Source: an optimization exercise on an open RTL-to-GDS flow (aim: small area). Production flows keep margins and buffers that such runs may drop.
The RTL was checked by simulation tests, not by an equivalence proof against the original design.

## conway_life
module conway_life #(
	parameter ROW = 16,
	parameter COL = 16
) (
	input clk,
	input rst,
	input load,
	input [255:0] data,
	output [255:0] q
);
	reg [255:0] q_reg;
	assign q = q_reg;
	wire [255:0] hs, hk, nxt;
	genvar i, j;
	generate
		for (i = 0; i < 16; i = i + 1) begin : g_r
			for (j = 0; j < 16; j = j + 1) begin : g_c
				wire a = q_reg[i*16+(j+15)%16], b = q_reg[i*16+j], c = q_reg[i*16+(j+1)%16];
				assign hs[i*16+j] = a ^ b ^ c;
				assign hk[i*16+j] = (a & b) | (a & c) | (b & c);
			end
		end
		for (i = 0; i < 16; i = i + 1) begin : g_r2
			for (j = 0; j < 16; j = j + 1) begin : g_c2
				wire sa = hs[((i+15)%16)*16+j], sb = hs[i*16+j], sc = hs[((i+1)%16)*16+j];
				wire ka = hk[((i+15)%16)*16+j], kb = hk[i*16+j], kc = hk[((i+1)%16)*16+j];
				wire S0 = sa ^ sb ^ sc, S1 = (sa & sb) | (sa & sc) | (sb & sc);
				wire K0 = ka ^ kb ^ kc, K1 = (ka & kb) | (ka & kc) | (kb & kc);
				assign nxt[i*16+j] = S0 ? (~K1 & (S1 ^ K0)) : (q_reg[i*16+j] & ((~S1 & ~K0 & K1) | (S1 & K0 & ~K1)));
			end
		end
	endgenerate
	always @(posedge clk) begin
		if (load)
			q_reg <= data;
		else
			q_reg <= nxt;
	end
endmodule
export LEC_CHECK = 0
export CAP_MARGIN = 20
export CORE_MARGIN = 2
export CORE_UTILIZATION = 50
export SLEW_MARGIN = 20
create_clock -name core_clock -period 5.0 [get_ports {clk}]
standard.sh (not shown) runs the stock make flow with config.mk's settings and CLKGATE_MAP_FILE= SYNTH_SCRIPT=/design/flow/synth_recipe.tcl, a recipe that flattens the netlist after the stock synthesis.
==> flow/flow/run.sh <==
#!/bin/bash
# Own layout flow: the standard synthesis (for the register names), then a hand-structured
# netlist of the same registers (flow/gen_net.py) in place of Yosys's logic, then the standard
# ORFS layout with 1x port buffers. Each tool's output goes to a log file in this folder.
set -euo pipefail
W=$(pwd)
R=$W/orfs/results/$FLOW_PLATFORM/conway_life/base
bash standard.sh synth > "$W/log_1_standard_synth.txt" 2>&1
python3 flow/gen_net.py > "$W/own_netlist.v" 2> "$W/log_2_gen_net.txt"
python3 flow/check_regs.py "$R/1_2_yosys.v" "$W/own_netlist.v" > "$W/log_3_check_regs.txt" 2>&1
cp "$R/1_2_yosys.v" "$W/standard_1_2_yosys.v"
cp "$W/own_netlist.v" "$R/1_2_yosys.v"
rm -f "$R/1_synth.odb" "$R/1_synth.sdc"
touch "$R/1_2_yosys.v"
export BUFFER_PORTS_ARGS="-buffer_cell sky130_fd_sc_hd__buf_1"
# fewer, larger sink clusters and no dummy loads: the clock tree only has to reach 256 flops
export CTS_ARGS="-sink_clustering_enable -repair_clock_nets -dont_use_dummy_load -sink_clustering_size 12 -sink_clustering_max_diameter 60 -buf_list {sky130_fd_sc_hd__clkbuf_8}"
bash standard.sh finish > "$W/log_4_layout.txt" 2>&1
==> flow/flow/gen_net.py <==
P = 'sky130_fd_sc_hd__'
L, wires = [], []
def cell(t, name, **pins):
    L.append(f'  {P}{t} {name} (' + ', '.join(f'.{p}({n})' for p, n in pins.items()) + ');')
def w(n): wires.append(n); return n
def idx(i, j): return (i % 16) * 16 + (j % 16)
def q(i, j): return f'q[{idx(i, j)}]'

# rule for one cell: inputs o t f (pair sum), s k (the other row's 3-sum), m (cell), d (data)
RULE = [
    ('nor2_1',    dict(A='d', B='nload', Y='#16')),
    ('o21ai_0',   dict(A1='t', A2='k', B1='f', Y='#17')),
    ('a21o_1',    dict(A1='t', A2='k', B1='f', X='#19')),
    ('nor2_1',    dict(A='o', B='s', Y='#20')),
    ('nand4_1',   dict(A='#19', B='m', C='#17', D='#20', Y='#21')),
    ('nand2_1',   dict(A='o', B='s', Y='#22')),
    ('nor2_1',    dict(A='t', B='k', Y='#23')),
    ('nor3_1',    dict(A='#23', B='#20', C='#19', Y='#24')),
    ('o21ai_0',   dict(A1='m', A2='#22', B1='#24', Y='#25')),
    ('a31oi_1',   dict(A1='#25', A2='nload', A3='#21', B1='#16', Y='n')),
]
def rule(tag, nets):
    for g, (t, pins) in enumerate(RULE):
        pm = {}
        for p, n in pins.items():
            if n.startswith('#'):
                nn = f'x{n[1:]}_{tag}'
                if p in ('Y', 'X'): w(nn)
                pm[p] = nn
            else:
                pm[p] = nets.get(n, n)
        cell(t, f'g{g}_{tag}', **pm)

cell('inv_1', 'g_nload', A='load', Y=w('nload'))
for i in range(16):
    for j in range(16):
        cell('fa_1', f'h_{i}_{j}', A=q(i, j - 1), B=q(i, j), CIN=q(i, j + 1), COUT=w(f'hk_{i}_{j}'), SUM=w(f'hs_{i}_{j}'))
for i in range(0, 16, 2):
    for j in range(16):
        p = f'{i}_{j}'
        cell('ha_1', f'u_po_{p}', A=f'hs_{i}_{j}', B=f'hs_{i+1}_{j}', COUT=w(f'pc_{p}'), SUM=w(f'po_{p}'))
        cell('fa_1', f'u_pt_{p}', A=f'hk_{i}_{j}', B=f'hk_{i+1}_{j}', CIN=f'pc_{p}', COUT=w(f'pf_{p}'), SUM=w(f'pt_{p}'))
        for r, other in ((i, (i - 1) % 16), (i + 1, (i + 2) % 16)):
            c = f'{r}_{j}'
            rule(c, dict(o=f'po_{p}', t=f'pt_{p}', f=f'pf_{p}', s=f'hs_{other}_{j}', k=f'hk_{other}_{j}',
                         m=q(r, j), d=f'data[{idx(r, j)}]', n=w(f'nx_{c}')))
            cell('dfxtp_1', f'\\q_reg[{idx(r, j)}]$_DFF_P_ ', CLK='clk', D=f'nx_{c}', Q=q(r, j))
print('module conway_life (clk, rst, load, data, q);')
print('  input clk;\n  input rst;\n  input load;\n  input [255:0] data;\n  output [255:0] q;')
for n in wires: print(f'  wire {n};')
print('\n'.join(L))
print('endmodule')
Other scripts of this flow, unchanged in this note and not shown: flow/flow/check_regs.py
Next try:
--- a/flow/flow/run.sh
+++ b/flow/flow/run.sh
@@ -15,4 +15,4 @@
 export BUFFER_PORTS_ARGS="-buffer_cell sky130_fd_sc_hd__buf_1"
 # fewer, larger sink clusters and no dummy loads: the clock tree only has to reach 256 flops
-export CTS_ARGS="-sink_clustering_enable -repair_clock_nets -dont_use_dummy_load -sink_clustering_size 12 -sink_clustering_max_diameter 60 -buf_list {sky130_fd_sc_hd__clkbuf_8}"
+export CTS_ARGS="-sink_clustering_enable -repair_clock_nets -dont_use_dummy_load -sink_clustering_size 14 -sink_clustering_max_diameter 70 -buf_list {sky130_fd_sc_hd__clkbuf_8}"
 bash standard.sh finish > "$W/log_4_layout.txt" 2>&1
--- a/flow/flow/gen_net.py
+++ b/flow/flow/gen_net.py
@@ -7,16 +7,17 @@
 def q(i, j): return f'q[{idx(i, j)}]'
 
-# rule for one cell: inputs o t f (pair sum), s k (the other row's 3-sum), m (cell), d (data)
+# rule for one cell: inputs o t f (pair sum PH = o + 2t + 4f), G = t ^ f (per pair), s k (the other
+# row's 3-sum H = s + 2k), m (the cell), d (data). With U = t + k + 2f the count is (o + s) + 2U:
+# birth needs U == 1 and o + s == 1; survival (m) needs U == 1 and o + s == 2, or U == 2 and o + s == 0.
+# U == 1 is (t != k) & ~f; U == 2 is (t == k) & (t != f).
 RULE = [
-    ('nor2_1',    dict(A='d', B='nload', Y='#16')),
-    ('o21ai_0',   dict(A1='t', A2='k', B1='f', Y='#17')),
-    ('a21o_1',    dict(A1='t', A2='k', B1='f', X='#19')),
-    ('nor2_1',    dict(A='o', B='s', Y='#20')),
-    ('nand4_1',   dict(A='#19', B='m', C='#17', D='#20', Y='#21')),
-    ('nand2_1',   dict(A='o', B='s', Y='#22')),
-    ('nor2_1',    dict(A='t', B='k', Y='#23')),
-    ('nor3_1',    dict(A='#23', B='#20', C='#19', Y='#24')),
-    ('o21ai_0',   dict(A1='m', A2='#22', B1='#24', Y='#25')),
-    ('a31oi_1',   dict(A1='#25', A2='nload', A3='#21', B1='#16', Y='n')),
+    ('nor2_1',    dict(A='d', B='nload', Y='#dl')),          # d & load
+    ('xnor2_1',   dict(A='t', B='k', Y='#X')),               # t == k
+    ('nor2_1',    dict(A='o', B='s', Y='#z')),               # o + s == 0
+    ('nand4_1',   dict(A='#X', B='G', C='m', D='#z', Y='#a')),  # ~(m & U==2 & o+s==0)
+    ('nand2_1',   dict(A='o', B='s', Y='#b')),               # o + s < 2
+    ('nor3_1',    dict(A='#X', B='f', C='#z', Y='#c')),      # U==1 & o+s > 0
+    ('o21ai_0',   dict(A1='m', A2='#b', B1='#c', Y='#e')),   # ~(U==1 & (o+s==1 | m & o+s==2))
+    ('a31oi_1',   dict(A1='#e', A2='nload', A3='#a', B1='#dl', Y='n')),
 ]
 def rule(tag, nets):
@@ -41,7 +42,8 @@
         cell('ha_1', f'u_po_{p}', A=f'hs_{i}_{j}', B=f'hs_{i+1}_{j}', COUT=w(f'pc_{p}'), SUM=w(f'po_{p}'))
         cell('fa_1', f'u_pt_{p}', A=f'hk_{i}_{j}', B=f'hk_{i+1}_{j}', CIN=f'pc_{p}', COUT=w(f'pf_{p}'), SUM=w(f'pt_{p}'))
+        cell('xor2_1', f'u_pg_{p}', A=f'pt_{p}', B=f'pf_{p}', X=w(f'pg_{p}'))
         for r, other in ((i, (i - 1) % 16), (i + 1, (i + 2) % 16)):
             c = f'{r}_{j}'
-            rule(c, dict(o=f'po_{p}', t=f'pt_{p}', f=f'pf_{p}', s=f'hs_{other}_{j}', k=f'hk_{other}_{j}',
+            rule(c, dict(o=f'po_{p}', t=f'pt_{p}', f=f'pf_{p}', G=f'pg_{p}', s=f'hs_{other}_{j}', k=f'hk_{other}_{j}',
                          m=q(r, j), d=f'data[{idx(r, j)}]', n=w(f'nx_{c}')))
             cell('dfxtp_1', f'\\q_reg[{idx(r, j)}]$_DFF_P_ ', CLK='clk', D=f'nx_{c}', Q=q(r, j))
Settings changed: CORE_UTILIZATION 50 to 65.
First-iteration DRC count is higher by 22%.
Core utilization went up by 17 points.
Global-route usage rises by 6.8 points.
Setup slack degrades by 0.018 ns.
Area after synthesis went down by 2.9%.
Die area goes down by 25%.
Final area shrinks by 4.2%.

==> port drivers added, routing unchanged <==
The flow's constraints put no driver on any port. The routed layouts listed below were extracted and timed again, unchanged, in two steps. Step 1 assumes that a clkbuf_16 drives the clock port and a buf_2 every other input. Step 2 times the ports against the registers' clock, not the clock port: input delays grow and output delays shrink by t, the midpoint of the rising clock arrivals with the driver on. a / b / c = ideal / step 1 / step 2; a / b = the first two.
run	t (ns)	slack for setup (ns)	hold WS [ns]	worst setup path after step 2	worst data-port slew with drivers (ns)
the first run	0.694	2.247 / 2.247 / 1.984	0.586 / 0.548 / 0.644	input to register	0.12
the second run	0.691	2.229 / 2.229 / 1.957	0.584 / 0.552 / 0.649	input to register	0.12
After both steps setup and hold are still met in every run listed. The setup slack of the second run, which loses most, moves by 0.000 ns with the drivers and by -0.272 ns with both steps.
